Background: an optimization exercise with open tools, aiming at small area. Do not read the settings as production practice.
The RTL was checked by simulation tests, not by an equivalence proof against the original design.
Power figures rest on the tool's default switching activity, not on a simulated workload.

File: design/flow/config.mk
export PLATFORM = sky130hd
export DESIGN_NAME = gpsclock
export DESIGN_NICKNAME = gpsclock
export VERILOG_FILES = /design/flow/design.v
export SDC_FILE = /design/flow/constraint.sdc
export NUM_CORES = 4
export LEC_CHECK = 0
export CAP_MARGIN = 20
export CORE_AREA = 2 2 254.255 254.255
export DIE_AREA = 0 0 256.255 256.255
export SLEW_MARGIN = 20
File: design/flow/constraint.sdc
create_clock -name core_clock -period 10.0 [get_ports {i_clk}]
set_input_delay 2.0000 -clock core_clock [delete_from_list [all_inputs] [get_ports {i_clk}]]
set_output_delay 2.0000 -clock core_clock [all_outputs]
set_load 0.01 [all_outputs]
File: design/flow/design.v
`default_nettype    none
module    gps_rca(i_a, i_b, i_c, o_s, o_c);
    parameter    W = 16;
    input   wire    [W-1:0]    i_a, i_b;
    input   wire               i_c;
    output  wire    [W-1:0]    o_s;
    output  wire               o_c;
    wire    [W:0]    c;
    assign  c[0] = i_c;
    genvar  k;
    generate for (k = 0; k < W; k = k + 1)
    begin : BIT
        assign o_s[k]   = i_a[k] ^ i_b[k] ^ c[k];
        assign c[k+1]   = (i_a[k] & i_b[k]) | (i_a[k] & c[k])
                        | (i_b[k] & c[k]);
    end endgenerate
    assign  o_c = c[W];
endmodule
module    gps_csadd32(i_a, i_b, i_c, o_s, o_c);
    input   wire    [31:0]    i_a, i_b;
    input   wire              i_c;
    output  wire    [31:0]    o_s;
    output  wire              o_c;
    wire    [15:0]    lo, hi0, hi1;
    wire              clo, c0, c1;
    gps_rca #(16) lower(i_a[15:0],  i_b[15:0],  i_c,  lo,  clo);
    gps_rca #(16) upper0(i_a[31:16], i_b[31:16], 1'b0, hi0, c0);
    gps_rca #(16) upper1(i_a[31:16], i_b[31:16], 1'b1, hi1, c1);
    assign  o_s = { (clo ? hi1 : hi0), lo };
    assign  o_c = clo ? c1 : c0;
endmodule
`default_nettype    none
module    gpsclock(i_clk, i_rst, i_pps, o_pps, o_led,
            o_tracking, o_count, o_step, o_err, o_locked, o_dbg);
    parameter [31:0] DEFAULT_STEP = 32'h0fa0_3c21; 
    input wire    i_clk, i_rst;
    input wire    i_pps;
    output reg    o_pps;
    output reg    o_led;
    output reg              o_tracking;
    output reg    [63:0]    o_count, o_step, o_err;
    output reg              o_locked;
    output wire    [1:0]    o_dbg;
    localparam [47:0] PRE_STEP48 = { DEFAULT_STEP[27:0], 20'h00 }
                        >> DEFAULT_STEP[31:28];
    localparam [63:0] PRE_STEP = { 16'h00, PRE_STEP48 };
    localparam [32:0] BETA   = 33'h0_14bd_a12f;
    localparam [32:0] GAMMA  = 33'h0_1f53_3ae8;
    localparam [32:0] NBETA  = -BETA;
    localparam [32:0] NGAMMA = -GAMMA;
    localparam [16:0] LFSR_LED_OFF1 = 17'h04389;    
    localparam [16:0] LFSR_LED_ON2  = 17'h1a60b;    
    localparam [16:0] LFSR_LED_OFF2 = 17'h0fae8;    
    localparam [16:0] LFSR_TIMEOUT  = 17'h110c3;    
    reg    pps_d, ck_pps, lst_pps;
    always @(posedge i_clk)
    if (i_rst)
        { pps_d, ck_pps, lst_pps } <= 3'b000;
    else
        { pps_d, ck_pps, lst_pps } <= { i_pps, pps_d, ck_pps };
    wire    pps_edge = ck_pps && !lst_pps;
    reg    [15:0]    tec_lo, tec_hi;
    reg              tec_c, tick_enable_carry;
    wire   [15:0]    tec_lo_sum, tec_hi_sum;
    wire             tec_lo_carry, tec_hi_carry;
    gps_rca #(16) teclo(tec_lo, o_step[45:30], 1'b1,
                tec_lo_sum, tec_lo_carry);
    gps_rca #(16) techi(tec_hi, o_step[61:46], tec_c,
                tec_hi_sum, tec_hi_carry);
    always @(posedge i_clk)
    if (i_rst || pps_edge)
    begin
        tick_enable_carry <= 1'b0;
        { tec_hi, tec_c, tec_lo } <= 0;
    end else begin
        tick_enable_carry <= tick_enable_carry || tec_hi_carry
                    || ((&tec_hi_sum) && tec_lo_carry);
        { tec_hi, tec_c, tec_lo } <= { tec_hi_sum, tec_lo_carry,
                    tec_lo_sum };
    end
    wire    tick = pps_edge && tick_enable_carry;
    assign  o_dbg = { tick_enable_carry, tick };
    reg    [5:0]     rot;
    reg    [6:0]     seq_blk;
    reg              seq_pend, seq_active;
    reg    [2:0]     tick_dly;     
    always @(posedge i_clk)
    if (i_rst)
        rot <= 0;
    else
        rot <= rot + 1'b1;
    wire    blk_end = (rot == 6'd63);
    always @(posedge i_clk)
    if (i_rst)
    begin
        seq_pend   <= 1'b0;
        seq_active <= 1'b0;
    end else if (tick)
    begin
        seq_pend   <= 1'b1;
        seq_active <= 1'b0;
    end else if (blk_end)
    begin
        if (seq_pend)
            seq_active <= 1'b1;
        else if (seq_blk == 7'd96)
            seq_active <= 1'b0;
        seq_pend <= 1'b0;
    end
    always @(posedge i_clk)
    if (blk_end)
        seq_blk <= seq_pend ? 7'h7f : (seq_blk + 1'b1);
    always @(posedge i_clk)
    if (i_rst)
        tick_dly <= 0;
    else if (tick)
        tick_dly <= 3'd1;
    else if (tick_dly != 0)
        tick_dly <= tick_dly + 1'b1;
    wire    [5:0]    sq_r = rot;              
    wire    [4:0]    sq_i = seq_blk[4:0];     
    wire    ph_gamma  = seq_active && (seq_blk[6:5] == 2'b00);
    wire    ph_filter = seq_active && ((seq_blk == 7'd32)
                    || ((seq_blk == 7'd33) && (rot[5:1] == 0)));
    wire    ph_beta   = seq_active && (seq_blk[6:5] == 2'b10);
    wire    ph_step   = seq_active && (seq_blk == 7'd96);
    wire    ph_mpy    = ph_gamma || ph_beta;
    wire    use_prod  = (tick_dly == 3'd5);
    wire    gamma_hold = seq_pend || ph_gamma
                    || (seq_active && (seq_blk == 7'h7f));
    reg    step_changed;
    always @(posedge i_clk)
    if (tick)
        step_changed <= o_tracking;
    reg    [31:0]    p_count;
    reg              cnt_carry, rst_d;
    reg    [63:0]    r_count_correction;
    wire   [31:0]    cnt_lo_sum, cnt_hi_sum;
    wire             cnt_lo_carry, cnt_hi_carry;
    gps_csadd32 cntlo(p_count, r_count_correction[31:0], 1'b0,
                cnt_lo_sum, cnt_lo_carry);
    gps_csadd32 cnthi(o_count[63:32], r_count_correction[63:32], cnt_carry,
                cnt_hi_sum, cnt_hi_carry);
    always @(posedge i_clk)
        rst_d <= i_rst;
    always @(posedge i_clk)
    if (i_rst || rst_d)
    begin
        o_count   <= 0;
        p_count   <= 0;
        cnt_carry <= 0;
        o_pps     <= 0;
    end else begin
        { cnt_carry, p_count } <= { cnt_lo_carry, cnt_lo_sum };
        o_count[63:32] <= cnt_hi_sum;
        o_pps <= cnt_hi_carry && !r_count_correction[63];
        o_count[31:0] <= p_count;
    end
    reg    [63:0]    r_filtered_err;
    reg    [63:0]    beta_acc;     
    reg    [63:0]    gamma_acc;    
    always @(posedge i_clk)
    if (use_prod && step_changed)
        r_count_correction <= beta_acc;
    else
        r_count_correction <= o_step;
    reg             m_x, m_xnext, f_zero;
    always @(posedge i_clk)
    begin
        if (rot == { 1'b0, sq_i + 1'b1 })
            m_xnext <= r_filtered_err[32] && !f_zero;
        if (blk_end)
            m_x <= m_xnext;
    end
    wire    [5:0]   m_k    = sq_r - { 1'b0, sq_i };
    wire            m_inb  = (sq_r >= { 1'b0, sq_i });
    wire    [32:0]  m_c33  = (sq_i == 5'd31)
                        ? (ph_gamma ? NGAMMA : NBETA)
                        : (ph_gamma ? GAMMA  : BETA);
    wire    [63:0]  m_c    = { 31'h0, m_c33 };
    wire            m_cbit = m_inb && m_c[m_k];
    wire            m_abit = m_x && m_cbit;
    wire            m_first = (sq_i == 5'd0);
    wire            m_pbit = ph_gamma ? (gamma_acc[0] && !(m_first && rot[5]))
                        : (beta_acc[0] && !m_first);
    reg             m_carry;
    wire            m_cin  = (sq_r != 0) && m_carry;
    wire            m_sum  = m_pbit ^ m_abit ^ m_cin;
    always @(posedge i_clk)
        m_carry <= (m_pbit & m_abit) | (m_pbit & m_cin) | (m_abit & m_cin);
    wire            n_obit = o_step[sq_r];
    wire            n_hi   = sq_r[5];
    reg             n_sign, n_c32, n_carry, r_carry;
    wire            n_sbit = n_hi ? n_sign : gamma_acc[32];
    wire            n_cin  = (sq_r != 0) && n_carry;
    wire            n_bit  = n_obit ^ n_sbit ^ n_cin;
    wire            n_cout = (n_obit & n_sbit) | (n_obit & n_cin)
                        | (n_sbit & n_cin);
    wire            r_cin  = (sq_r != 0) && r_carry;
    wire            r_bit  = beta_acc[0] ^ n_bit ^ r_cin;
    always @(posedge i_clk)
    begin
        n_carry <= n_cout;
        r_carry <= (beta_acc[0] & n_bit) | (beta_acc[0] & r_cin)
                | (n_bit & r_cin);
        if (ph_step && (sq_r == 6'd0))
            n_sign <= gamma_acc[63];
        if (ph_step && (sq_r == 6'd31))
            n_c32 <= n_cout;
    end
    reg              f_dcarry, f_scarry, f_dly1, f_dly2, f_d63;
    wire    [6:0]    f_j    = { seq_blk[0], rot };
    wire             f_ebit = o_err[f_j[5:0]];
    wire             f_fbit = r_filtered_err[0] && !f_zero;
    wire             f_dbit = f_ebit ^ !f_fbit ^ f_dcarry;
    wire             f_dsel = f_j[6] ? f_d63 : f_dbit;
    wire             f_sbit = f_dly2 ^ f_dsel ^ f_scarry;
    always @(posedge i_clk)
    if (!ph_filter)
    begin
        f_dcarry <= 1'b1;
        f_scarry <= 1'b0;
    end else begin
        f_dcarry <= (f_ebit & !f_fbit) | (f_ebit & f_dcarry)
                    | (!f_fbit & f_dcarry);
        if (f_j >= 7'd2)
            f_scarry <= (f_dly2 & f_dsel) | (f_dly2 & f_scarry)
                    | (f_dsel & f_scarry);
    end
    always @(posedge i_clk)
    begin
        f_dly1 <= f_fbit;
        f_dly2 <= f_dly1;
        if (!f_j[6])
            f_d63 <= f_dbit;
    end
    always @(posedge i_clk)
    if (i_rst || (!o_tracking && !gamma_hold))
        f_zero <= 1'b1;
    else if (ph_filter && (f_j == 7'd65))
        f_zero <= 1'b0;
    always @(posedge i_clk)
        r_filtered_err <= { r_filtered_err[0], r_filtered_err[63],
            (ph_filter && (f_j >= 7'd2)) ? f_sbit : r_filtered_err[62],
            r_filtered_err[61:1] };
    always @(posedge i_clk)
    if (ph_gamma)
        gamma_acc[63:32] <= { m_sum, gamma_acc[63:33] };
    else if (ph_step)
        gamma_acc[63:32] <= { gamma_acc[0], gamma_acc[63:33] };
    always @(posedge i_clk)
    if (i_rst)
        gamma_acc[31:0] <= 0;
    else
        gamma_acc[31:0] <= { ph_gamma ? gamma_acc[32]
                    : ph_step ? (n_hi ? gamma_acc[32] : n_bit)
                    : gamma_acc[0], gamma_acc[31:1] };
    always @(posedge i_clk)
    if (ph_beta)
        beta_acc <= { m_sum, beta_acc[63:1] };
    else if (ph_step)
        beta_acc <= { r_bit, beta_acc[63:1] };
    wire            s_up = n_c32 && !n_sign;
    wire            s_dn = n_sign && !n_c32;
    wire    [32:0]  s_flip;
    assign  s_flip[0] = s_up || s_dn;
    genvar  gk;
    generate for (gk = 0; gk < 32; gk = gk + 1)
    begin : STEPHI
        assign s_flip[gk+1] = s_flip[gk] && (o_step[32+gk] ^ s_dn);
    end endgenerate
    always @(posedge i_clk)
    if (i_rst)
        o_step <= PRE_STEP;
    else if (o_tracking && tick)
        o_step <= { o_step[63:32] ^ s_flip[31:0], gamma_acc[63:32] };
    reg              cnt_lo_nz;
    wire    [63:0]   neg_or;
    assign  neg_or[0]  = 1'b0;
    assign  neg_or[32] = cnt_lo_nz;
    generate for (gk = 1; gk < 64; gk = gk + 1)
    begin : NEG
        if (gk != 32)
        begin : OR
            assign neg_or[gk] = neg_or[gk-1] | o_count[gk-1];
        end
    end endgenerate
    always @(posedge i_clk)
    if (i_rst || rst_d)
        cnt_lo_nz <= 1'b0;
    else
        cnt_lo_nz <= |p_count;
    always @(posedge i_clk)
    if (i_rst)
        o_err <= 0;
    else if (tick)
        o_err <= o_count ^ neg_or;
    reg    [16:0]    since_tick;
    reg              no_pulse, led_window;
    always @(posedge i_clk)
    if (i_rst || tick)
        since_tick <= 17'h1;
    else
        since_tick <= { since_tick[15:0],
                    since_tick[16] ^ since_tick[13] };
    always @(posedge i_clk)
    if (i_rst)
    begin
        no_pulse   <= 1'b1;
        led_window <= 1'b1;
    end else if (tick)
    begin
        no_pulse   <= 1'b0;
        led_window <= 1'b1;
    end else begin
        if (since_tick == LFSR_TIMEOUT)
            no_pulse <= 1'b1;
        if ((since_tick == LFSR_LED_OFF1) || (since_tick == LFSR_LED_OFF2))
            led_window <= 1'b0;
        else if (since_tick == LFSR_LED_ON2)
            led_window <= 1'b1;
    end
    always @(posedge i_clk)
    if (i_rst)
        o_led <= 1'b0;
    else if (no_pulse)
        o_led <= o_count[63];
    else
        o_led <= led_window || (o_count[63:60] == 4'h0);
    reg    [2:0]    count_valid_ticks;
    always @(posedge i_clk)
    if (i_rst)
        count_valid_ticks <= 3'h0;
    else if (tick && (count_valid_ticks < 3'h7))
        count_valid_ticks <= count_valid_ticks + 1'b1;
    else if (no_pulse)
        count_valid_ticks <= 3'h0;
    always @(posedge i_clk)
    if (i_rst)
        o_tracking <= 1'b0;
    else if (tick && (&count_valid_ticks))
        o_tracking <= 1'b1;
    else if (tick || (count_valid_ticks == 0))
        o_tracking <= 1'b0;
    always @(posedge i_clk)
    if (i_rst)
        o_locked <= 1'b0;
    else if (tick)
        o_locked <= o_tracking && ((o_err[63:56] == 8'hff)
                    || (o_err[63:56] == 8'h00));
endmodule
File: design/flow/flow/run.sh
#!/bin/bash
# Standard layout, except that the port buffers use the smallest buffer
# and clock tree synthesis adds no dummy loads.
export BUFFER_PORTS_ARGS="-buffer_cell sky130_fd_sc_hd__buf_1"
export CTS_ARGS="-sink_clustering_enable -repair_clock_nets -dont_use_dummy_load -sink_clustering_size 20 -sink_clustering_max_diameter 100"
bash standard.sh > standard.log 2>&1
File: design/flow/standard.sh
#!/bin/bash
# synth_recipe.tcl (not shown) runs the flow's synth.tcl, then flattens the netlist and writes it again
# the make line also repeats each setting of config.mk as NAME=value (left out here)
make -C /OpenROAD-flow-scripts/flow DESIGN_CONFIG=/design/flow/config.mk WORK_HOME=/design/flow/orfs CLKGATE_MAP_FILE= SYNTH_SCRIPT=/design/flow/synth_recipe.tcl "${@:-finish}"
==> results of run 1 <==
## sequential cells by signal, indices dropped and copies added (netlist names), 3 cells and up
register	cells
since_tick	17
tec_hi	16
o_err	64
seq_blk	7
o_count	64
count_valid_ticks	3
tick_dly	3
r_count_correction	64
gamma_acc	64
beta_acc	64
o_step	64
r_filtered_err	64
p_count	32
tec_lo	16
rot	6
## stage by stage
| stage | hold WS [ns] | power [uW] | util [%] |
|---|---|---|---|
| finish | 0.299 | 3950 | 41.4 |
| global route | 0.329 | 4110 | 41.4 |
| CTS | 0.303 | 4000 | 41.4 |
| detailed placement | 0.312 | 2640 | 40.0 |
| global placement | 0.311 | 2630 | 40.0 |
| floorplan | 0.310 | 2580 | - |
## cell families after synthesis
group	synth area share (%)
AOI/OAI and AO/OA	6.02
xor gates and xnor gates	2.93
adders and majority gates	12.1
buffers and inverters	3.77
DFF	53.5
muxes	7.47
and+or+nand+nor	14.2
## cell usage after synthesis, types with 37 or more instances
cell | instances | area share (%)
a21oi_1 | 145 | 3.1
and2_1 | 98 | 2.6
clkbuf_1 | 80 | 1.3
dfxtp_1 | 470 | 40
edfxtp_1 | 108 | 14
fa_1 | 68 | 5.8
ha_1 | 120 | 6.4
inv_1 | 135 | 2.1
mux2_2 | 67 | 3.2
mux4_2 | 40 | 3.8
nand2_1 | 233 | 3.7
nor2_1 | 118 | 1.9
nor2b_1 | 51 | 1.3
o21ai_0 | 37 | 0.78
xnor2_1 | 45 | 1.7
## power by group through the flow
stage	combinational, uW	sequential [uW]	clock, uW
6_report	185	2400	1360
3_3_place_gp	178	2450	0
4_1_cts	186	2400	1420
3_5_place_dp	184	2450	0
5_1_grt	210	2400	1500
2_1_floorplan	134	2450	0
## area by class of cell
class / count / area, um^2 / share of cell area [%]
inverter: 136 / 510 / 1.96
timing repair buffer: 214 / 860 / 3.30
clock buffer: 35 / 876 / 3.36
multi-input combinational: 1299 / 10100 / 38.8
sequential: 578 / 12700 / 48.5
tap: 846 / 1060 / 4.06
## layer usage
layer | up-vias | GRT usage (%)
li1 | 7392 | -
met1 | 7438 | 21.5
met2 | 330 | 27.1
met3 | 68 | 3.36
met4 | 0 | 4.47
met5 | - | 0
## worst max-delay path by stage
| stage | from | endpoint | slack, ns | cells past startpoint |
|---|---|---|---|---|
| 2_1_floorplan | o_count[32] | o_count[62] | 2.37 | 25 |
| 3_3_place_gp | p_count[0] | p_count[29] | 1.82 | 23 |
| 3_5_place_dp | p_count[0] | p_count[29] | 1.75 | 23 |
| 4_1_cts | p_count[0] | p_count[29] | 1.71 | 23 |
| 5_1_grt | p_count[0] | p_count[29] | 1.39 | 23 |
| 6_report | p_count[0] | p_count[29] | 1.70 | 23 |
==> reports/results.txt, run 1 <==
Worst r2r src - p_count[0]
Commonest register cell after synthesis - dfxtp_1
Critical Path RT - 10.42 ns
Sw frac - 21.9%
Post-synthesis register bit count - 578
PostCTS Resize Cnt - 0
Clock power share - 34.5%
Largest net degree at the start of global routing - 73
Highest metal used - met4
Clock Latency Late Sink - 0.56 ns
Period minus WS final - 8.30 ns
Clock net sink count - 578
Sequential share of power - 60.8%
# port buffers - 200
Starting Density - 37.5%
Vias/cell - 4.90
Core ar. - 63,000 um^2
Die X - 256 um
# diodes - 0
Die Y - 256 um
Die area - 65,700 um^2
EDFF count, synth - 108
I/O pins - 201
Slowest cell on crit path - o32ai_1
Routed Antenna Nets - 0
CTS Buffer Depth - 3
Routed length per instance - 17.3 um
Seq/Total Area, Yosys - 53.5%
Mean post-synth cell area - 11.2 um^2
R2r worst-path depth - 23
Post-CTS Setup Bufs - 0
First-pass GRT wire length - 85.6 mm
CP Capture Type - flop
Worst-path clk slew - 0.09 ns
Critical-path maximum fanout - 5
Crit-path cells - ha_1 > fa_1 > fa_1 > fa_1 > fa_1 > fa_1 > fa_1 > fa_1 > fa_1 > fa_1 > fa_1 > fa_1 > fa_1 > fa_1 > fa_1 > fa_1 > nand2b_1 > a21oi_1 > o32ai_1 > o211ai_1 > a21boi_0 > xor2_1 > nor2_1
DP HPWL - 38.1 mm
Fmax - 0.121 GHz
Synth async-reset ratio - 0%
P_leak - 0.00950 uW
H-tree level count - 2
Fillcell total - 5,974
Hold buffers post-CTS - 0
Fin. Hold Viols - 0
Worst hold path type - flop to flop
Most common cell after layout, fill and taps aside - dfxtp_1
Period utilization - 83.0%
Final wirelength - 53.6 mm
HP Start - r_filtered_err[13]
CTS root buf - clkbuf_16
Worst VDD drop - 0.0000921 V
Clk_skew - 0.0652 ns
DRC viols - 0
Mapped Cells - 2,109
Rows - 92
Final GP Congestion - 0.809
Mapped Area - 23,600 um^2
Setup Total Neg Slack - 0 ns
Startpoint Class - flop
Placed Cells - 3,073
Vias in the first global route - 15,200
Design Area, Final - 26,100 um^2
Critical path arrival - 8.72 ns
Slowest stage delay, CP - 0.68 ns
Distinct cells, synth - 70
Layout Cells excl Fill - 3,108
Top Family by Delay on Critical Path - adder cells
Metal3 WL - 3.54 mm
Vias - 15,200
Yosys synthesis warning count - 1
TritonCTS Buffers - 35
Met1 WL - 23.7 mm
Layout cells sized above 1 - 8.62%
Int Power - 3080 uW
First drt pass iteration count - 5
Total grt overflow - 0
Worst reg2reg setup slack - 1.70 ns
Status - finished clean
Starting DRT DRC Count - 1,091
CP most frequent cell - fa_1
Most frequent cells in the layout - dfxtp_1, nand2_1, buf_1
Maxcap violations - 0
NetSw - 865 uW
Max-slew violation count - 0
Area grow syn2layout - 10.4%
Routed wl met2 - 25.3 mm
Antenna violations before repair - 1
Type of the worst setup path - flop to flop
Crit path buf inv count - 0
Placed inst area - 25,200 um^2
Nets - 2,455
Final setup fails - 0
Power share of the combinational group - 4.7%
CTS tree - built
Worst setup margin - 1.70 ns
Least-Margin Pin Slew - 0.964 ns
RSZ-0062 raised after global routing - false
Hold depth - 0
Worst slew margin - 35.5%
Worst slack at placement - 1.75 ns
Total track usage - 16.3%
Power Density - 151 nW/um^2
Hold endpoint - r_filtered_err[12]
Syn nets - 2,300
Reg2reg end - p_count[29]
==> run 2: changes to the inputs <==
--- a/design/flow/config.mk
+++ b/design/flow/config.mk
@@ -6,6 +6,6 @@
 export NUM_CORES = 4
 export LEC_CHECK = 0
 export CAP_MARGIN = 20
-export CORE_AREA = 2 2 254.255 254.255
-export DIE_AREA = 0 0 256.255 256.255
+export CORE_AREA = 2 2 198.1 198.1
+export DIE_AREA = 0 0 200.1 200.1
 export SLEW_MARGIN = 20
==> reports/results.txt, run 2 <==
Status - finished clean
Syn nets - 2,300 (unchanged)
Top cell type by total area after synthesis - dfxtp_1
Max-slew violation count - 0 (unchanged)
HP Start - f_dly1
Mapped Cells - 2,109 (unchanged)
Routed length per instance - 18.1 um (+4.6%)
Startpoint Class - flop
I/O pins - 201 (unchanged)
Rows - 71 (-23%)
Hold buffers post-CTS - 0 (unchanged)
Top cell type's share of synthesized area - 39.8% (unchanged)
Core ar. - 37,800 um^2 (-40%)
Antenna violations before repair - 2 (+1)
Die X - 200 um (-22%)
Clock Latency Late Sink - 0.55 ns (about the same)
First drt pass iteration count - 5 (unchanged)
Area grow syn2layout - 8.63%
CP Capture Type - flop
Routed Antenna Nets - 0 (unchanged)
Worst slack at placement - 1.61 ns (-0.145 ns)
# port buffers - 200 (unchanged)
Mean post-synth cell area - 11.2 um^2 (unchanged)
H-tree level count - 2 (unchanged)
Commonest register cell after synthesis - dfxtp_1
Worst reg2reg setup slack - 1.60 ns (-0.11 ns)
Least-Margin Pin Slew - 0.988 ns (+0.0236 ns)
Hold depth - 0 (unchanged)
Most Crowded Layer GR - met2
Worst r2r src - p_count[0]
P_leak - 0.00951 uW (about the same)
Largest net degree at the start of global routing - 72 (-1.4%)
Total grt overflow - 0 (unchanged)
Layout cells sized above 1 - 8.66% (+0.040 points)
Final setup fails - 0 (unchanged)
Fmax - 0.119 GHz (-1.3%)
Power Density - 152 nW/um^2 (+0.70%)
Met1 Use GR - 33.9% (+12 points)
Fin. Hold Viols - 0 (unchanged)
Type of the worst setup path - flop to flop
Critical Path RT - 10.42 ns (about the same)
Final wirelength - 50.1 mm (-6.6%)
Yosys synthesis warning count - 1 (unchanged)
Final GP Congestion - 0.850 (+5.1%)
Reg2reg end - p_count[29]
Starting Density - 62.6% (+25 points)
First-pass GRT wire length - 82.1 mm (-4.0%)
Worst slew margin - 33.9% (-1.6 points)
Most frequent cells after synthesis - dfxtp_1, nand2_1, a21oi_1
Post-CTS Setup Bufs - 0 (unchanged)
Starting DRT DRC Count - 763 (-30%)
Vias in the first global route - 15,500 (+1.9%)
Worst VDD drop - 0.000137 V (+48%)
PostCTS Resize Cnt - 0 (unchanged)
Clk_skew - 0.0178 ns (-0.0474 ns)
EDFF count, synth - 108 (unchanged)
CTS Buffer Depth - 3 (unchanged)
Nets - 2,456 (+0.041%)
# diodes - 0 (unchanged)
Period minus WS final - 8.40 ns (+0.107 ns)
DRC viols - 0 (unchanged)
TritonCTS Buffers - 34 (-2.9%)
Most common cell after layout, fill and taps aside - dfxtp_1
Mapped Area - 23,600 um^2 (unchanged)
Clock net sink count - 578 (unchanged)
Worst hold path type - flop to flop
Total track usage - 25.7% (+9.4 points)
Die Y - 200 um (-22%)
Vias/cell - 5.47 (+12%)
Maxcap violations - 0 (unchanged)
Worst-path clk slew - 0.09 ns (about the same)
DP HPWL - 35.7 mm (-6.1%)
CTS root buf - clkbuf_16
Hold endpoint - f_dly2
Setup Total Neg Slack - 0 ns (unchanged)
Vias - 15,200 (-0.30%)
Distinct cells, synth - 70 (unchanged)
M2 GR Usage - 42.4% (+15 points)
RSZ-0062 raised after global routing - false
Period utilization - 84.0% (+1.1 points)
R2r worst-path depth - 23 (unchanged)
CTS tree - built
Worst setup margin - 1.60 ns (-0.107 ns)
Critical path arrival - 8.82 ns (+0.10 ns)
Post-synthesis register bit count - 578 (unchanged)
Die area - 40,000 um^2 (-39%)
Critical-path maximum fanout - 5 (unchanged)
Synth async-reset ratio - 0% (unchanged)
Seq/Total Area, Yosys - 53.5% (unchanged)
M3 GR Usage - 4.10% (+0.74 points)
Largest cells by area after synthesis - dfxtp_1, edfxtp_1, ha_1, fa_1, mux4_2
Top-count cell post-synth - dfxtp_1
Most frequent cells in the layout - dfxtp_1, nand2_1, buf_1
## run 2: cell counts after synthesis
No cell type changed its count.
## run 2: layout make-up
cell class	instances	area (um^2)
Fill cell	2952	12100
Tap cell	511	639
Clock buffer	34	851
Inverter	136	510
Timing Repair Buffer	216	895
Multi-Input combinational cell	1299	10100
Sequential cell	578	12700
## run 2: cell families (layout without fill, tap and decap cells)
logic type / count (synthesis) / in the layout / share of synthesized area [%]
simple gates: 668 / 668 / 14.2
buf+inv: 232 / 386 / 3.77
fa+ha+maj: 188 / 188 / 12.1
flops: 578 / 578 / 53.5
xor+xnor: 79 / 79 / 2.93
mux: 118 / 118 / 7.47
compound gates: 246 / 246 / 6.02
## run 2: stage by stage
stage,instances,total power (uW),area [um^2],hold WS [ns],util (%)
after floorplan,2109,2580,23600,0.310,-
after global placement,2739,2630,24800,0.310,65.7
after detailed placement,2739,2640,24800,0.312,65.7
after CTS,2773,3950,25600,0.321,67.9
after global routing,2774,4060,25700,0.338,68.0
final,2774,3910,25700,0.317,68.0
## run 2: where the power goes
group | total, uW | switching (uW) | internal, uW
Clock | 1330 | 719 | 608
Sequential | 2400 | 20.3 | 2380
Combinational | 184 | 107 | 76.5
Total | 3910 | 847 | 3060
## run 2: critical path, cell delays in order, from the launching register on
cell      delay, ns
dfxtp_1        0.33
ha_1           0.19
fa_1           0.38
fa_1           0.39
fa_1           0.41
fa_1           0.41
fa_1           0.41
fa_1           0.39
fa_1           0.40
fa_1           0.40
fa_1           0.41
fa_1           0.40
fa_1           0.39
fa_1           0.40
fa_1           0.40
fa_1           0.40
fa_1           0.43
nand2b_1       0.11
a21oi_1        0.08
o32ai_1        0.73
o211ai_1       0.20
a21boi_0       0.37
xor2_1         0.17
nor2_1         0.05
## run 2: worst max-delay path by stage
stage | start | endpoint | slack, ns | cells after the start
5_1_grt | p_count[0] | p_count[30] | 1.15 | 23
3_5_place_dp | p_count[0] | p_count[29] | 1.61 | 23
3_3_place_gp | p_count[0] | p_count[29] | 1.82 | 23
2_1_floorplan | o_count[32] | o_count[62] | 2.37 | 25
4_1_cts | p_count[0] | p_count[29] | 1.59 | 23
6_report | p_count[0] | p_count[29] | 1.60 | 23
## run 2: per-layer routing
layer  vias up  part of all wire, %  wire, um
li1       7371                    -         -
met5         -                    0         0
met1      7368                   44     22100
met4         0                  4.0      2000
met2       343                   47     23600
met3       101                  4.8      2380
==> run 3: changes to the inputs <==
==> design/flow/flow/run.sh (replaced) <==
#!/bin/bash
# Standard layout, except that the port buffers use the smallest buffer
# and clock tree synthesis adds no dummy loads.
export BUFFER_PORTS_ARGS="-buffer_cell sky130_fd_sc_hd__buf_1"
export CTS_ARGS="-sink_clustering_enable -repair_clock_nets -dont_use_dummy_load -sink_clustering_size 28 -sink_clustering_max_diameter 120"
bash standard.sh > standard.log 2>&1
--- a/design/flow/config.mk
+++ b/design/flow/config.mk
@@ -6,6 +6,6 @@
 export NUM_CORES = 4
 export LEC_CHECK = 0
 export CAP_MARGIN = 20
-export CORE_AREA = 2 2 198.1 198.1
-export DIE_AREA = 0 0 200.1 200.1
+export CORE_AREA = 2 2 254.255 254.255
+export DIE_AREA = 0 0 256.255 256.255
 export SLEW_MARGIN = 20
==> reports/results.txt, run 3 <==
Top cell type by total area after synthesis - dfxtp_1
M2 GR Usage - 26.9% (-15 points)
Maxcap violations - 0 (unchanged)
Most frequent cells in the layout - dfxtp_1, nand2_1, buf_1
Commonest register cell after synthesis - dfxtp_1
Most frequent cells after synthesis - dfxtp_1, nand2_1, a21oi_1
Worst VDD drop - 0.000121 V (-11%)
Post-CTS Setup Bufs - 0 (unchanged)
Nets - 2,444 (-0.49%)
Critical path arrival - 8.76 ns (-0.06 ns)
Crit path buf inv count - 0 (unchanged)
Die Y - 256 um (+28%)
Core ar. - 63,000 um^2 (+67%)
Top Family by Delay on Critical Path - adder cells
Post-synthesis compound-gate area fraction - 6.02% (unchanged)
Worst-path clk slew - 0.11 ns (+0.02 ns)
Mean post-synth cell area - 11.2 um^2 (unchanged)
Vias - 15,200 (-0.086%)
Hold buffers post-CTS - 0 (unchanged)
Slowest stage delay, CP - 0.69 ns (-0.04 ns)
Fin. Hold Viols - 0 (unchanged)
Largest family of logic cells by synthesized area - simple AND/OR/NAND/NOR gates
Area grow syn2layout - 9.19%
Design Area, Final - 25,800 um^2 (+0.52%)
Rows - 92 (+30%)
Most common cell after layout, fill and taps aside - dfxtp_1
Power Density - 144 nW/um^2 (-5.7%)
H-tree level count - 1 (-1)
Vias in the first global route - 15,000 (-3.0%)
Distinct cells, synth - 70 (unchanged)
Antenna violations before repair - 1 (-1)
Placed inst area - 25,200 um^2 (+1.7%)
Xor-xnor portion of the synthesized cell area - 2.93% (unchanged)
Status - finished clean
Startpoint Class - flop
Period utilization - 83.2% (-0.80 points)
First-pass GRT wire length - 84.9 mm (+3.4%)
Die X - 256 um (+28%)
Final wirelength - 53.1 mm (+6.1%)
Least-Margin Pin Slew - 0.967 ns (-0.0210 ns)
Mapped Cells - 2,109 (unchanged)
Top-count cell post-synth - dfxtp_1
# diodes - 0 (unchanged)
Vias/cell - 4.90 (-11%)
CP Capture Type - flop
Worst reg2reg setup slack - 1.68 ns (+0.08 ns)
Seq/Total Area, Yosys - 53.5% (unchanged)
# port buffers - 200 (unchanged)
M3 GR Usage - 3.02% (-1.1 points)
Setup Total Neg Slack - 0 ns (unchanged)
First drt pass iteration count - 8 (+3)
Slowest cell on crit path - o32ai_1
Crit-path cells - ha_1 > fa_1 > fa_1 > fa_1 > fa_1 > fa_1 > fa_1 > fa_1 > fa_1 > fa_1 > fa_1 > fa_1 > fa_1 > fa_1 > fa_1 > fa_1 > nand2b_1 > a21oi_1 > o32ai_1 > o211ai_1 > a21boi_0 > xor2_1 > nor2_1
Routed length per instance - 17.2 um (-5.0%)
HP Start - r_filtered_err[13]
P_leak - 0.00937 uW (-1.5%)
TritonCTS Buffers - 24 (-29%)
Syn nets - 2,300 (unchanged)
Met1 Use GR - 21.6% (-12 points)
Starting DRT DRC Count - 1,071 (+40%)
Largest net degree at the start of global routing - 73 (+1.4%)
Simple-Gate Fraction of Synth Area - 14.2% (unchanged)
Clk_skew - 0.0359 ns (+0.0181 ns)
Yosys synthesis warning count - 1 (unchanged)
EDFF count, synth - 108 (unchanged)
CTS root buf - clkbuf_16
I/O pins - 201 (unchanged)
Final setup fails - 0 (unchanged)
Hold depth - 0 (unchanged)
Critical Path RT - 10.44 ns (+0.02 ns)
Worst slew margin - 35.5% (+1.6 points)
Worst hold path type - flop to flop
Fmax - 0.120 GHz (+0.97%)
Critical-path maximum fanout - 5 (unchanged)
DRC viols - 0 (unchanged)
Worst r2r src - p_count[0]
CP most frequent cell - fa_1
Total track usage - 16.0% (-9.7 points)
DP HPWL - 38.1 mm (+6.5%)
Clock net sink count - 578 (unchanged)
Post-Synth Adder-Cell Area - 12.1% (unchanged)
Top cell type's share of synthesized area - 39.8% (unchanged)
Clock Latency Late Sink - 0.58 ns (+0.03 ns)
Hold endpoint - r_filtered_err[12]
CTS Buffer Depth - 3 (unchanged)
Layout cells sized above 1 - 8.17% (-0.49 points)
Routed Antenna Nets - 0 (unchanged)
Final GP Congestion - 0.809 (-4.8%)
R2r worst-path depth - 23 (unchanged)
Total power - 3710 uW (-5.2%)
Synth async-reset ratio - 0% (unchanged)
Total grt overflow - 0 (unchanged)
Max-slew violation count - 0 (unchanged)
Most Crowded Layer GR - met2
CTS tree - built
Period minus WS final - 8.32 ns (-0.0804 ns)
RSZ-0062 raised after global routing - false
Post-synthesis mux area share - 7.47% (unchanged)
Die area - 65,700 um^2 (+64%)
Largest cells by area after synthesis - dfxtp_1, edfxtp_1, ha_1, fa_1, mux4_2
Post-synthesis register bit count - 578 (unchanged)
Type of the worst setup path - flop to flop
Starting Density - 37.5% (-25 points)
PostCTS Resize Cnt - 0 (unchanged)
Reg2reg end - p_count[29]
Mapped Area - 23,600 um^2 (unchanged)
-- run 3: cell counts after synthesis --
Identical to the previous run, type by type.
-- run 3: cell families (layout without fill, tap and decap cells) --
kind of cell | count (synthesis) | after routing
and+or+nand+nor | 668 | 668
buffers and inverters | 232 | 374
AOI/OAI and AO/OA | 246 | 246
muxes | 118 | 118
adders and majority gates | 188 | 188
DFF | 578 | 578
xor gates and xnor gates | 79 | 79
-- run 3: how the worst max path moves through the flow --
stage	start	to	slack, ns	cells after the start
floorplan	o_count[32]	o_count[62]	2.37	25
global placement	p_count[0]	p_count[29]	1.82	23
detailed placement	p_count[0]	p_count[29]	1.75	23
CTS	p_count[0]	p_count[29]	1.71	23
global route	p_count[0]	p_count[29]	1.39	23
finish	p_count[0]	p_count[29]	1.68	23
-- run 3: final cells by class --
cell class	count	area [um^2]
Fill cell	5997	37200
Inverter	136	510
Clock buffer	24	601
Multi-Input combinational cell	1299	10100
Tap cell	846	1060
Sequential cell	578	12700
Timing Repair Buffer	214	860
-- run 3: metrics by stage --
stage / utilization [%] / cells / worst slack, ns / hold WS [ns]
2_1_floorplan: - / 2109 / 2.37 / 0.310
3_3_place_gp: 40.0 / 3073 / 1.82 / 0.311
3_5_place_dp: 40.0 / 3073 / 1.75 / 0.312
4_1_cts: 41.0 / 3097 / 1.71 / 0.320
5_1_grt: 41.0 / 3097 / 1.39 / 0.340
6_report: 41.0 / 3097 / 1.68 / 0.321
-- run 3: power breakdown --
part	switching [uW]	internal (uW)	total, uW
Combinational	109	75.7	185
Sequential	19.7	2380	2400
Clock	688	434	1120
Total	816	2890	3710
-- run 3: metal layers --
metal  vias to the layer above  routed length [um]  part of all wire (%)
met5                         -                   0                     0
met2                       337               25000                    47
met4                         0                 714                   1.3
met3                        50                3310                   6.2
met1                      7415               24000                    45
li1                       7368                   -                     -
==> run 4: changes to the inputs <==
==> design/flow/flow/run.sh (replaced) <==
#!/bin/bash
# Standard layout, except that the port buffers use the smallest buffer
# and clock tree synthesis adds no dummy loads.
export BUFFER_PORTS_ARGS="-buffer_cell sky130_fd_sc_hd__buf_1"
export CTS_ARGS="-sink_clustering_enable -repair_clock_nets -dont_use_dummy_load"
bash standard.sh > standard.log 2>&1
==> reports/results.txt, run 4 <==
Nets - 2,477 (+1.4%)
CTS tree - built
Least-Margin Pin Slew - 0.964 ns (-0.00335 ns)
Fmax - 0.119 GHz (-0.62%)
Clock net sink count - 578 (unchanged)
Antenna violations before repair - 1 (unchanged)
Worst slew margin - 35.5% (about the same)
Layout cells sized above 1 - 9.50% (+1.3 points)
Vias/cell - 4.91 (+0.28%)
Distinct cells, synth - 70 (unchanged)
Layout Utilization - 42.3% (+1.3 points)
Rows - 92 (unchanged)
Starting Density - 37.5% (unchanged)
Syn nets - 2,300 (unchanged)
Worst VDD drop - 0.000121 V (about the same)
CP Capture Type - flop
P_leak - 0.00977 uW (+4.3%)
Mapped Area - 23,600 um^2 (unchanged)
Area grow syn2layout - 12.7%
Die area - 65,700 um^2 (unchanged)
Startpoint Class - flop
# port buffers - 200 (unchanged)
Period minus WS final - 8.37 ns (+0.0519 ns)
Maxcap violations - 0 (unchanged)
Routed Antenna Nets - 0 (unchanged)
Post-CTS Setup Bufs - 0 (unchanged)
First-pass GRT wire length - 86.4 mm (+1.8%)
Vias - 15,400 (+1.4%)
Routed length per instance - 17.3 um (+0.92%)
Synth async-reset ratio - 0% (unchanged)
Setup Total Neg Slack - 0 ns (unchanged)
Max-slew violation count - 0 (unchanged)
Most common cell after layout, fill and taps aside - dfxtp_1
Post-synthesis register bit count - 578 (unchanged)
DRC viols - 0 (unchanged)
Mean post-synth cell area - 11.2 um^2 (unchanged)
EDFF count, synth - 108 (unchanged)
Final GP Congestion - 0.809 (unchanged)
Most frequent cells after synthesis - dfxtp_1, nand2_1, a21oi_1
Clk_skew - 0.0625 ns (+0.0266 ns)
Total track usage - 16.4% (+0.41 points)
Starting DRT DRC Count - 968 (-9.6%)
Final wirelength - 54.2 mm (+2.0%)
Seq/Total Area, Yosys - 53.5% (unchanged)
Register cell area after layout - 12,700 um^2 (unchanged)
Vias in the first global route - 15,300 (+2.4%)
Fin. Hold Viols - 0 (unchanged)
Yosys synthesis warning count - 1 (unchanged)
Mapped Cells - 2,109 (unchanged)
Type of the worst setup path - flop to flop
Top cell type's share of synthesized area - 39.8% (unchanged)
Worst-path clk slew - 0.06 ns (-0.05 ns)
Top-count cell post-synth - dfxtp_1
Total grt overflow - 0 (unchanged)
CTS root buf - clkbuf_16
Largest cells by area after synthesis - dfxtp_1, edfxtp_1, ha_1, fa_1, mux4_2
Critical-path maximum fanout - 5 (unchanged)
Die X - 256 um (unchanged)
PostCTS Resize Cnt - 0 (unchanged)
Period utilization - 83.7% (+0.52 points)
First drt pass iteration count - 6 (-2)
Power Density - 165 nW/um^2 (+15%)
Most frequent cells in the layout - dfxtp_1, nand2_1, buf_1
Multi-input logic area - 10,100 um^2 (unchanged)
R2r worst-path depth - 23 (unchanged)
Largest net degree at the start of global routing - 73 (unchanged)
Critical Path RT - 10.41 ns (-0.03 ns)
Fillcell total - 5,933 (-1.1%)
Top cell type by total area after synthesis - dfxtp_1
Status - finished clean
Commonest register cell after synthesis - dfxtp_1
TritonCTS Buffers - 57 (+140%)
Critical path arrival - 8.79 ns (+0.03 ns)
CTS Buffer Depth - 3 (unchanged)
Die Y - 256 um (unchanged)
RSZ-0062 raised after global routing - false
DP HPWL - 38.1 mm (unchanged)
Core ar. - 63,000 um^2 (unchanged)
Worst hold path type - flop to flop
Final setup fails - 0 (unchanged)
Clock Latency Late Sink - 0.61 ns (+0.03 ns)
H-tree level count - 2 (+1)
Hold depth - 0 (unchanged)
I/O pins - 201 (unchanged)
Hold buffers post-CTS - 0 (unchanged)
# diodes - 0 (unchanged)
-- run 4: layout make-up --
| type | count | share of cell area, % |
|---|---|---|
| flip-flops and latches | 578 | 47.5 |
| multi-input cells | 1299 | 38.0 |
| clock buffers | 57 | 5.35 |
| well taps | 846 | 3.97 |
| repair buffers | 214 | 3.23 |
| inverters | 136 | 1.92 |
-- run 4: critical path, stage by stage, from the launching register on --
cell	delay [ns]
dfxtp_1	0.32
ha_1	0.20
fa_1	0.38
fa_1	0.40
fa_1	0.40
fa_1	0.40
fa_1	0.39
fa_1	0.40
fa_1	0.40
fa_1	0.40
fa_1	0.39
fa_1	0.39
fa_1	0.39
fa_1	0.39
fa_1	0.39
fa_1	0.40
fa_1	0.43
nand2b_1	0.11
a21oi_1	0.08
o32ai_1	0.69
o211ai_1	0.22
a21boi_0	0.35
xor2_1	0.18
nor2_1	0.05
-- run 4: power breakdown --
part | switching [uW] | internal [uW] | leakage (uW)
clock network | 818 | 993 | 0.000702
registers | 19.8 | 2380 | 0.00471
logic | 109 | 75.7 | 0.00436
total | 947 | 3450 | 0.00977
-- run 4: through the flow --
step | hold WS, ns | std cells | setup slack (ns) | area [um^2] | power [uW]
2_1_floorplan | 0.310 | 2109 | 2.37 | 23600 | 2580
4_1_cts | 0.326 | 3130 | 1.65 | 26600 | 4450
5_1_grt | 0.332 | 3130 | 1.33 | 26600 | 4570
6_report | 0.325 | 3130 | 1.63 | 26600 | 4400
3_3_place_gp | 0.311 | 3073 | 1.82 | 25200 | 2630
3_5_place_dp | 0.312 | 3073 | 1.75 | 25200 | 2640
-- run 4: final timing paths --
check | end | slack, ns | start
setup / recovery | p_count[29] | 1.63 | p_count[0]
hold / removal | r_filtered_err[13] | 0.33 | r_filtered_err[14]
setup reg to reg | p_count[29] | 1.63 | p_count[0]
hold reg to reg | r_filtered_err[13] | 0.33 | r_filtered_err[14]
-- run 4: metal layers --
metal	global-route usage [%]	wire, um	vias up
met5	0	0	-
met4	4.13	1070	0
met3	4.05	3700	82
met2	27.1	25400	355
met1	21.5	24000	7496
li1	-	-	7442
-- run 4: logic make-up after synthesis --
| logic type | count (synthesis) | synth area share (%) |
|---|---|---|
| buffers and inverters | 232 | 3.77 |
| multiplexers | 118 | 7.47 |
| adder cells (fa/ha/maj) | 188 | 12.1 |
| XOR/XNOR | 79 | 2.93 |
| AND/OR/NAND/NOR | 668 | 14.2 |
| flip-flops | 578 | 53.5 |
| AO/OA/AOI/OAI | 246 | 6.02 |
==> run 5: changes to the inputs <==
==> design/flow/flow/run.sh (replaced) <==
#!/bin/bash
# Standard layout, except that the port buffers use the smallest buffer
# and clock tree synthesis adds no dummy loads.
export BUFFER_PORTS_ARGS="-buffer_cell sky130_fd_sc_hd__buf_1"
export CTS_ARGS="-sink_clustering_enable -repair_clock_nets -dont_use_dummy_load -sink_clustering_size 15 -sink_clustering_max_diameter 80 -buf_list sky130_fd_sc_hd__clkbuf_8"
bash standard.sh > standard.log 2>&1
==> reports/results.txt, run 5 <==
Worst slack at placement - 1.75 ns (unchanged)
Final GP Congestion - 0.809 (unchanged)
Critical-path maximum fanout - 5 (unchanged)
# port buffers - 200 (unchanged)
EDFF count, synth - 108 (unchanged)
Worst slew margin - 35.6% (+0.039 points)
CTS tree - built
Maxcap violations - 0 (unchanged)
Least-Margin Pin Slew - 0.967 ns (+0.00298 ns)
Die area - 65,700 um^2 (unchanged)
First-pass GRT wire length - 86.1 mm (-0.43%)
H-tree level count - 2 (unchanged)
Worst VDD drop - 0.0000737 V (-39%)
Syn nets - 2,300 (unchanged)
Total track usage - 16.4% (-0.055 points)
Most common cell after layout, fill and taps aside - dfxtp_1
Status - finished clean
Critical path arrival - 8.84 ns (+0.05 ns)
Post-synthesis register bit count - 578 (unchanged)
Mean post-synth cell area - 11.2 um^2 (unchanged)
Slowest cell on crit path - o32ai_1
Seq/Total Area, Yosys - 53.5% (unchanged)
Commonest register cell after synthesis - dfxtp_1
Largest net degree at the start of global routing - 73 (unchanged)
Mapped Area - 23,600 um^2 (unchanged)
R2r worst-path depth - 23 (unchanged)
Vias/cell - 4.91 (about the same)
Worst hold path type - flop to flop
Rows - 92 (unchanged)
Most frequent cells after synthesis - dfxtp_1, nand2_1, a21oi_1
I/O pins - 201 (unchanged)
Routed length per instance - 17.3 um (+0.14%)
DP HPWL - 38.1 mm (unchanged)
Top cell type's share of synthesized area - 39.8% (unchanged)
Hold depth - 0 (unchanged)
Synth async-reset ratio - 0% (unchanged)
Type of the worst setup path - flop to flop
Fin. Hold Viols - 0 (unchanged)
PostCTS Resize Cnt - 0 (unchanged)
Nets - 2,465 (-0.48%)
RSZ-0062 raised after global routing - false
DRC viols - 0 (unchanged)
Setup Total Neg Slack - 0 ns (unchanged)
Routed Antenna Nets - 0 (unchanged)
Layout cells sized above 1 - 9.02% (-0.48 points)
Hold buffers post-CTS - 0 (unchanged)
Antenna violations before repair - 2 (+1)
Worst-path clk slew - 0.10 ns (+0.04 ns)
Crit-path cells - ha_1 > fa_1 > fa_1 > fa_1 > fa_1 > fa_1 > fa_1 > fa_1 > fa_1 > fa_1 > fa_1 > fa_1 > fa_1 > fa_1 > fa_1 > fa_1 > nand2b_1 > a21oi_1 > o32ai_1 > o211ai_1 > a21boi_0 > xor2_1 > nor2_1
Clock net sink count - 578 (unchanged)
Critical Path RT - 10.47 ns (+0.06 ns)
Power Density - 144 nW/um^2 (-13%)
Clk_skew - 0.102 ns (+0.0393 ns)
Die X - 256 um (unchanged)
Clock Latency Late Sink - 0.65 ns (+0.04 ns)
Distinct cells, synth - 70 (unchanged)
First drt pass iteration count - 7 (+1)
Largest cells by area after synthesis - dfxtp_1, edfxtp_1, ha_1, fa_1, mux4_2
Max-slew violation count - 0 (unchanged)
CP most frequent cell - fa_1
Total power - 3710 uW (-16%)
Yosys synthesis warning count - 1 (unchanged)
Vias - 15,300 (-0.36%)
Top cell type by total area after synthesis - dfxtp_1
P_leak - 0.00940 uW (-3.9%)
Worst setup margin - 1.63 ns (+0.00377 ns)
Core ar. - 63,000 um^2 (unchanged)
Top-count cell post-synth - dfxtp_1
CTS root buf - clkbuf_8
Vias in the first global route - 15,300 (-0.60%)
Mapped Cells - 2,109 (unchanged)
Startpoint Class - flop
Total stage count of the critical path - 23 (unchanged)
Top Family by Delay on Critical Path - adder cells
Starting DRT DRC Count - 1,051 (+8.6%)
Starting Density - 37.5% (unchanged)
Die Y - 256 um (unchanged)
Slowest stage delay, CP - 0.70 ns (about the same)
Final wirelength - 54.1 mm (-0.22%)
Most frequent cells in the layout - dfxtp_1, nand2_1, buf_1
Fmax - 0.119 GHz (about the same)
Total grt overflow - 0 (unchanged)
CP Capture Type - flop
Crit path buf inv count - 0 (unchanged)
CTS Buffer Depth - 3 (unchanged)
Post-CTS Setup Bufs - 0 (unchanged)
Final setup fails - 0 (unchanged)
TritonCTS Buffers - 45 (-21%)
Area grow syn2layout - 9.28%
Period utilization - 83.7% (about the same)
Period minus WS final - 8.37 ns (-0.00377 ns)
==> run 5: worst paths after layout <==
| path | startpoint | end | slack [ns] |
|---|---|---|---|
| hold / removal | r_filtered_err[13] | r_filtered_err[12] | 0.25 |
| setup reg to reg | p_count[0] | p_count[29] | 1.63 |
| hold reg to reg | r_filtered_err[13] | r_filtered_err[12] | 0.25 |
| setup / recovery | p_count[0] | p_count[29] | 1.63 |
==> run 5: per-stage QoR <==
stage / util, % / cells / hold slack [ns] / area (um^2)
finish: 41.0 / 3119 / 0.250 / 25800
global route: 41.0 / 3119 / 0.277 / 25800
CTS: 41.0 / 3118 / 0.263 / 25800
detailed placement: 40.0 / 3073 / 0.312 / 25200
global placement: 40.0 / 3073 / 0.311 / 25200
floorplan: - / 2109 / 0.310 / 23600
==> run 5: layer usage <==
metal | up-vias | routed length (um) | GRT usage, % | share of wire, %
li1 | 7402 | - | - | -
met1 | 7477 | 24100 | 21.5 | 45
met2 | 361 | 25300 | 27.0 | 47
met3 | 80 | 3460 | 3.88 | 6.4
met4 | 0 | 1140 | 4.29 | 2.1
met5 | - | 0 | 0 | 0
==> run 5: logic make-up after synthesis <==
logic type,Yosys count,synth area share [%]
buffers and inverters,232,3.77
AOI/OAI and AO/OA,246,6.02
muxes,118,7.47
adders and majority gates,188,12.1
xor gates and xnor gates,79,2.93
and+or+nand+nor,668,14.2
DFF,578,53.5
==> run 5: final cells by class <==
type	count	area, um^2
multi-input cells	1299	10100
inverters	136	510
fillers	6037	37100
diodes	1	2.50
flip-flops and latches	578	12700
clock buffers	45	619
repair buffers	214	860
well taps	846	1060
==> run 5: power by group <==
| part | total [uW] | switching (uW) | leakage, uW | internal, uW |
|---|---|---|---|---|
| clock | 1130 | 728 | 0.000324 | 404 |
| sequential | 2400 | 19.6 | 0.00471 | 2380 |
| combinational | 184 | 109 | 0.00436 | 75.6 |
| total | 3710 | 856 | 0.00940 | 2860 |
==> run 6: changes to the inputs <==
==> design/flow/run.sh (new file) <==
#!/bin/bash
# synth_recipe.tcl (not shown) runs the flow's synth.tcl, then flattens the netlist and writes it again
# the make line also repeats each setting of config.mk as NAME=value (left out here)
make -C /OpenROAD-flow-scripts/flow DESIGN_CONFIG=/design/flow/config.mk WORK_HOME=/design/flow/orfs CLKGATE_MAP_FILE= SYNTH_SCRIPT=/design/flow/synth_recipe.tcl finish
removed: design/flow/flow/run.sh
removed: design/flow/standard.sh
==> reports/results.txt, run 6 <==
Status - finished clean
Starting Density - 37.5% (unchanged)
Core ar. - 63,000 um^2 (unchanged)
Final wirelength - 54.8 mm (+1.3%)
RSZ-0062 raised after global routing - false
Clock net sink count - 578 (unchanged)
EDFF count, synth - 108 (unchanged)
Routed length per instance - 17.2 um (-0.71%)
Rows - 92 (unchanged)
Most common cell after layout, fill and taps aside - dfxtp_1
Post-CTS Setup Bufs - 0 (unchanged)
Post-synthesis register bit count - 578 (unchanged)
Starting DRT DRC Count - 951 (-9.5%)
Critical-path maximum fanout - 5 (unchanged)
CTS root buf - clkbuf_16
TritonCTS Buffers - 60 (+33%)
Total grt overflow - 0 (unchanged)
Clk_skew - 0.0281 ns (-0.0736 ns)
Synth async-reset ratio - 0% (unchanged)
Period minus WS final - 8.39 ns (+0.0162 ns)
Nets - 2,478 (+0.53%)
Fin. Hold Viols - 0 (unchanged)
Worst-path clk slew - 0.06 ns (-0.04 ns)
Vias in the first global route - 15,500 (+1.7%)
Die Y - 256 um (unchanged)
Mapped Cells - 2,109 (unchanged)
Startpoint Class - flop
# port buffers - 200 (unchanged)
Largest cells by area after synthesis - dfxtp_1, edfxtp_1, ha_1, fa_1, mux4_2
Clock power share - 45.2% (+15 points)
DRC viols - 0 (unchanged)
Maxcap violations - 0 (unchanged)
Area grow syn2layout - 19.9%
Mapped Area - 23,600 um^2 (unchanged)
Worst VDD drop - 0.000128 V (+73%)
# diodes - 0 (-1)
Seq/Total Area, Yosys - 53.5% (unchanged)
CTS Buffer Depth - 3 (unchanged)
Final GP Congestion - 0.837 (+3.4%)
Sw frac - 21.9% (-1.1 points)
Power Density - 167 nW/um^2 (+16%)
Sequential share of power - 50.7% (-14 points)
Most frequent cells after synthesis - dfxtp_1, nand2_1, a21oi_1
NetSw - 1040 uW (+21%)
Yosys synthesis warning count - 1 (unchanged)
Critical path arrival - 8.85 ns (about the same)
Most frequent cells in the layout - dfxtp_1, nand2_1, clkdlybuf4s50_1
Total track usage - 16.6% (+0.26 points)
Clock Latency Late Sink - 0.62 ns (-0.03 ns)
Vias/cell - 4.83 (-1.7%)
Multi-input logic area - 10,100 um^2 (unchanged)
Top cell type by total area after synthesis - dfxtp_1
Top-count cell post-synth - dfxtp_1
Largest net degree at the start of global routing - 108 (+48%)
Placed Cells - 3,071 (-0.065%)
Int Power - 3690 uW (+29%)
Setup Total Neg Slack - 0 ns (unchanged)
Worst slew margin - 34.1% (-1.5 points)
CP Capture Type - flop
I/O pins - 201 (unchanged)
Critical Path RT - 10.47 ns (about the same)
First drt pass iteration count - 5 (-2)
Power share of the combinational group - 4.1% (-0.9 points)
PostCTS Resize Cnt - 0 (unchanged)
Syn nets - 2,300 (unchanged)
Layout Cells excl Fill - 3,183 (+2.1%)
Mean post-synth cell area - 11.2 um^2 (unchanged)
Die X - 256 um (unchanged)
Fmax - 0.119 GHz (-0.19%)
Max-slew violation count - 0 (unchanged)
Worst hold path type - flop to flop
Least-Margin Pin Slew - 0.985 ns (+0.0182 ns)
Final setup fails - 0 (unchanged)
P_leak - 0.0105 uW (+11%)
Type of the worst setup path - flop to flop
Register cell area after layout - 12,700 um^2 (unchanged)
Commonest register cell after synthesis - dfxtp_1
CTS tree - built
Routed Antenna Nets - 0 (unchanged)
DP HPWL - 38.4 mm (+0.93%)
Layout cells sized above 1 - 10.5% (+1.5 points)
Hold buffers post-CTS - 0 (unchanged)
Distinct cells, synth - 70 (unchanged)
Fillcell total - 5,797 (-4.0%)
Top cell type's share of synthesized area - 39.8% (unchanged)
Die area - 65,700 um^2 (unchanged)
First-pass GRT wire length - 86.9 mm (+0.94%)
Period utilization - 83.9% (+0.16 points)
Vias - 15,400 (+0.37%)
H-tree level count - 2 (unchanged)
Antenna violations before repair - 1 (-1)
[run 6: cell counts after synthesis]
No cell type changed its count.
[run 6: power groups by stage]
stage	clock network, uW	registers [uW]	logic [uW]
floorplan	0	2450	134
global placement	0	2450	187
detailed placement	0	2450	193
CTS	2200	2400	195
global route	2290	2400	217
finish	2140	2400	192
[run 6: layout make-up]
type	count	area share, %
Timing Repair Buffer	212	7.40
Clock inverter	15	0.322
Multi-Input combinational cell	1299	35.7
Inverter	136	1.80
Tap cell	846	3.73
Sequential cell	578	44.6
Clock buffer	97	6.36
[run 6: critical path, stage by stage, from the launching register on]
cell	delay [ns]
dfxtp_1	0.33
ha_1	0.20
fa_1	0.38
fa_1	0.40
fa_1	0.40
fa_1	0.39
fa_1	0.39
fa_1	0.39
fa_1	0.40
fa_1	0.40
fa_1	0.39
fa_1	0.40
fa_1	0.39
fa_1	0.39
fa_1	0.39
fa_1	0.39
fa_1	0.43
nand2b_1	0.11
a21oi_1	0.08
o32ai_1	0.66
o211ai_1	0.23
a21boi_0	0.42
xor2_1	0.20
nor2_1	0.06
[run 6: layer usage]
layer / vias to the layer above / GRT usage (%) / part of all wire (%)
li1: 7490 / - / -
met1: 7453 / 22.3 / 46
met2: 344 / 27.1 / 46
met3: 89 / 3.34 / 5.2
met4: 0 / 4.99 / 2.6
met5: - / 0 / 0
[run 6: per-stage QoR]
stage | setup WS (ns) | power [uW] | hold slack (ns) | util (%) | instance area (um^2)
floorplan | 2.37 | 2580 | 0.310 | - | 23600
global placement | 1.82 | 2640 | 0.311 | 42.0 | 26400
detailed placement | 1.69 | 2640 | 0.312 | 42.0 | 26400
CTS | 1.65 | 4790 | 0.325 | 45.0 | 28300
global route | 1.20 | 4910 | 0.330 | 45.0 | 28300
finish | 1.61 | 4730 | 0.325 | 45.0 | 28300
[run 6: final timing paths]
path / from / to / slack, ns / cells after the start
max: p_count[0] / p_count[29] / 1.61 / 23
min: r_filtered_err[13] / r_filtered_err[12] / 0.33 / 0
max reg2reg: p_count[0] / p_count[29] / 1.61 / 23
min reg2reg: r_filtered_err[13] / r_filtered_err[12] / 0.33 / 0
[run 6: kinds of logic (layout without fill, tap and decap cells)]
logic type	count (synthesis)	count (layout)	share of synthesized area [%]
and+or+nand+nor	668	668	14.2
DFF	578	578	53.5
AOI/OAI and AO/OA	246	246	6.02
buffers and inverters	232	460	3.77
adders and majority gates	188	188	12.1
muxes	118	118	7.47
xor gates and xnor gates	79	79	2.93
==> run 7: changes to the inputs <==
--- a/design/flow/config.mk
+++ b/design/flow/config.mk
@@ -7,5 +7,8 @@
 export LEC_CHECK = 0
 export CAP_MARGIN = 20
 export CORE_AREA = 2 2 254.255 254.255
+export CTS_BUF_LIST = sky130_fd_sc_hd__clkbuf_8
+export CTS_CLUSTER_DIAMETER = 80
+export CTS_CLUSTER_SIZE = 15
 export DIE_AREA = 0 0 256.255 256.255
 export SLEW_MARGIN = 20
==> reports/results.txt, run 7 <==
Status - finished clean
Vias in the first global route - 15,300 (-1.1%)
Clock power share - 31.6% (-14 points)
Commonest register cell after synthesis - dfxtp_1
CTS Buffer Depth - 3 (unchanged)
Syn nets - 2,300 (unchanged)
Area grow syn2layout - 15.2%
Vias/cell - 4.82 (-0.16%)
Top cell type by total area after synthesis - dfxtp_1
Placed Cells - 3,071 (unchanged)
Critical-path maximum fanout - 5 (unchanged)
RSZ-0062 raised after global routing - false
Top-count cell post-synth - dfxtp_1
Starting Density - 37.5% (unchanged)
Worst-path clk slew - 0.10 ns (+0.04 ns)
Routed length per instance - 17.2 um (-0.23%)
Mean post-synth cell area - 11.2 um^2 (unchanged)
DP HPWL - 38.4 mm (unchanged)
WHS - 0.320 ns (-0.00463 ns)
Hold buffers post-CTS - 0 (unchanged)
Final setup fails - 0 (unchanged)
Largest net degree at the start of global routing - 108 (unchanged)
Period minus WS final - 8.37 ns (-0.0203 ns)
Nets - 2,463 (-0.61%)
Final GP Congestion - 0.837 (unchanged)
Vias - 15,200 (-1.2%)
TritonCTS Buffers - 45 (-25%)
Int Power - 2890 uW (-22%)
Total grt overflow - 0 (unchanged)
Die X - 256 um (unchanged)
I/O pins - 201 (unchanged)
Slowest cell on crit path - o32ai_1
Critical path arrival - 8.87 ns (+0.02 ns)
Placed inst area - 26,400 um^2 (unchanged)
Least-Margin Pin Slew - 1.01 ns (+0.0251 ns)
Most frequent cells after synthesis - dfxtp_1, nand2_1, a21oi_1
H-tree level count - 2 (unchanged)
Final wirelength - 54.1 mm (-1.3%)
Die area - 65,700 um^2 (unchanged)
Period utilization - 83.7% (-0.20 points)
EDFF count, synth - 108 (unchanged)
Die Y - 256 um (unchanged)
Sequential share of power - 63.3% (+13 points)
Routed Antenna Nets - 0 (unchanged)
Worst slew margin - 32.4% (-1.7 points)
# port buffers - 200 (unchanged)
Total track usage - 16.5% (-0.16 points)
P_leak - 0.0100 uW (-4.2%)
Startpoint Class - flop
Rows - 92 (unchanged)
Clock Latency Late Sink - 0.66 ns (+0.04 ns)
DRC viols - 0 (unchanged)
Layout Cells excl Fill - 3,150 (-1.0%)
Crit-path cells - ha_1 > fa_1 > fa_1 > fa_1 > fa_1 > fa_1 > fa_1 > fa_1 > fa_1 > fa_1 > fa_1 > fa_1 > fa_1 > fa_1 > fa_1 > fa_1 > nand2b_1 > a21oi_1 > o32ai_1 > o211ai_1 > a21boi_0 > xor2_1 > nor2_1
NetSw - 895 uW (-14%)
Yosys synthesis warning count - 1 (unchanged)
Antenna violations before repair - 1 (unchanged)
Clk_skew - 0.0349 ns (+0.00678 ns)
CTS tree - built
Setup Total Neg Slack - 0 ns (unchanged)
Maxcap violations - 0 (unchanged)
Max-slew violation count - 0 (unchanged)
CP most frequent cell - fa_1
Post-CTS Setup Bufs - 0 (unchanged)
Starting DRT DRC Count - 884 (-7.0%)
Top cell type's share of synthesized area - 39.8% (unchanged)
Seq/Total Area, Yosys - 53.5% (unchanged)
Post-synthesis register bit count - 578 (unchanged)
Mapped Area - 23,600 um^2 (unchanged)
CP Capture Type - flop
Fillcell total - 5,923 (+2.2%)
Power share of the combinational group - 5.1% (+1.0 points)
First drt pass iteration count - 5 (unchanged)
Mapped Cells - 2,109 (unchanged)
Power Density - 139 nW/um^2 (-17%)
Largest cells by area after synthesis - dfxtp_1, edfxtp_1, ha_1, fa_1, mux4_2
Layout cells sized above 1 - 9.08% (-1.4 points)
Design Area, Final - 27,200 um^2 (-3.9%)
Worst hold path type - flop to flop
Worst VDD drop - 0.0000913 V (-28%)
Fin. Hold Viols - 0 (unchanged)
Type of the worst setup path - flop to flop
Distinct cells, synth - 70 (unchanged)
Clock net sink count - 578 (unchanged)
Core ar. - 63,000 um^2 (unchanged)
PostCTS Resize Cnt - 0 (unchanged)
Critical Path RT - 10.50 ns (+0.03 ns)
Most common cell after layout, fill and taps aside - dfxtp_1
CTS root buf - clkbuf_8
First-pass GRT wire length - 86.5 mm (-0.46%)
Slowest stage delay, CP - 0.65 ns (about the same)
Fmax - 0.120 GHz (+0.24%)
Most frequent cells in the layout - dfxtp_1, nand2_1, clkdlybuf4s50_1
Sw frac - 23.6% (+1.7 points)
Synth async-reset ratio - 0% (unchanged)
[run 7: cell families (layout without fill, tap and decap cells)]
kind of cell	Yosys count	in the layout	synth area share [%]
AND/OR/NAND/NOR	668	668	14.2
flip-flops	578	578	53.5
AO/OA/AOI/OAI	246	246	6.02
buffers and inverters	232	426	3.77
adder cells (fa/ha/maj)	188	188	12.1
multiplexers	118	118	7.47
XOR/XNOR	79	79	2.93
other	0	1	0
[run 7: final cells by class]
class	instances	area [um^2]	area share, %
Sequential cell	578	12700	46.5
Multi-Input combinational cell	1299	10100	37.2
Timing Repair Buffer	212	2100	7.70
Tap cell	846	1060	3.89
Clock buffer	45	619	2.27
Inverter	136	510	1.88
Clock inverter	33	155	0.570
Antenna cell	1	2.50	0.00919
[run 7: power groups by stage]
stage / clock network, uW / logic [uW] / registers [uW]
finish: 1200 / 193 / 2400
global route: 1340 / 218 / 2400
CTS: 1260 / 195 / 2400
detailed placement: 0 / 193 / 2450
global placement: 0 / 187 / 2450
floorplan: 0 / 134 / 2450
[run 7: through the flow]
step                setup slack [ns]  util [%]  power (uW)
global placement                1.82      42.0        2640
floorplan                       2.37         -        2580
finish                          1.63      43.2        3790
detailed placement              1.69      42.0        2640
global route                    1.18      43.2        3960
CTS                             1.63      43.2        3850
[run 7: metal layers]
metal  up-vias  GRT usage, %  wire (um)
met4         0          4.14       1160
met1      7388          22.4      25200
li1       7425             -          -
met3        80          3.02       2690
met2       299          27.1      25000
met5         -             0          0
[run 7: worst paths after layout]
check	start	end	slack, ns	cells past startpoint
max	p_count[0]	p_count[29]	1.63	23
min	r_filtered_err[16]	r_filtered_err[15]	0.32	0
max reg2reg	p_count[0]	p_count[29]	1.63	23
min reg2reg	r_filtered_err[16]	r_filtered_err[15]	0.32	0
[run 7: worst max-delay path, delay by kind of cell, from the launching register on]
kind	cells	cell delay, ns
AND/OR/NAND/NOR	2	0.16
XOR/XNOR	1	0.20
AO/OA/AOI/OAI	4	1.37
flip-flops	1	0.35
adder cells (fa/ha/maj)	16	6.11

## static timing again, ports no longer ideal
The results above use ideal ports. As a check the final layouts listed here were re-extracted and re-timed, cells and wires unchanged. Step 1, drivers: a clkbuf_16 drives i_clk and a buf_2 each remaining input, both assumed. Step 2 also shifts input and output timing later by t, the mid clock arrival at the registers, as if the neighbouring blocks saw the same clock. Three values: ideal ports, drivers, drivers and shift; two values: the first two.
run | shift t [ns] | setup slack, ns | worst slew at a driven data input, ns
run 1 | 0.590 | 1.705 / 1.705 / 1.705 | 0.05
run 2 | 0.595 | 1.597 / 1.597 / 1.597 | 0.05
run 3 | 0.621 | 1.678 / 1.678 / 1.678 | 0.05
run 4 | 0.637 | 1.626 / 1.626 / 1.626 | 0.04
run 5 | 0.657 | 1.629 / 1.629 / 1.629 | 0.05
run 6 | 0.663 | 1.613 / 1.613 / 1.613 | 0.06
run 7 | 0.691 | 1.634 / 1.634 / 1.634 | 0.07
After both steps every run listed still meets setup and hold.
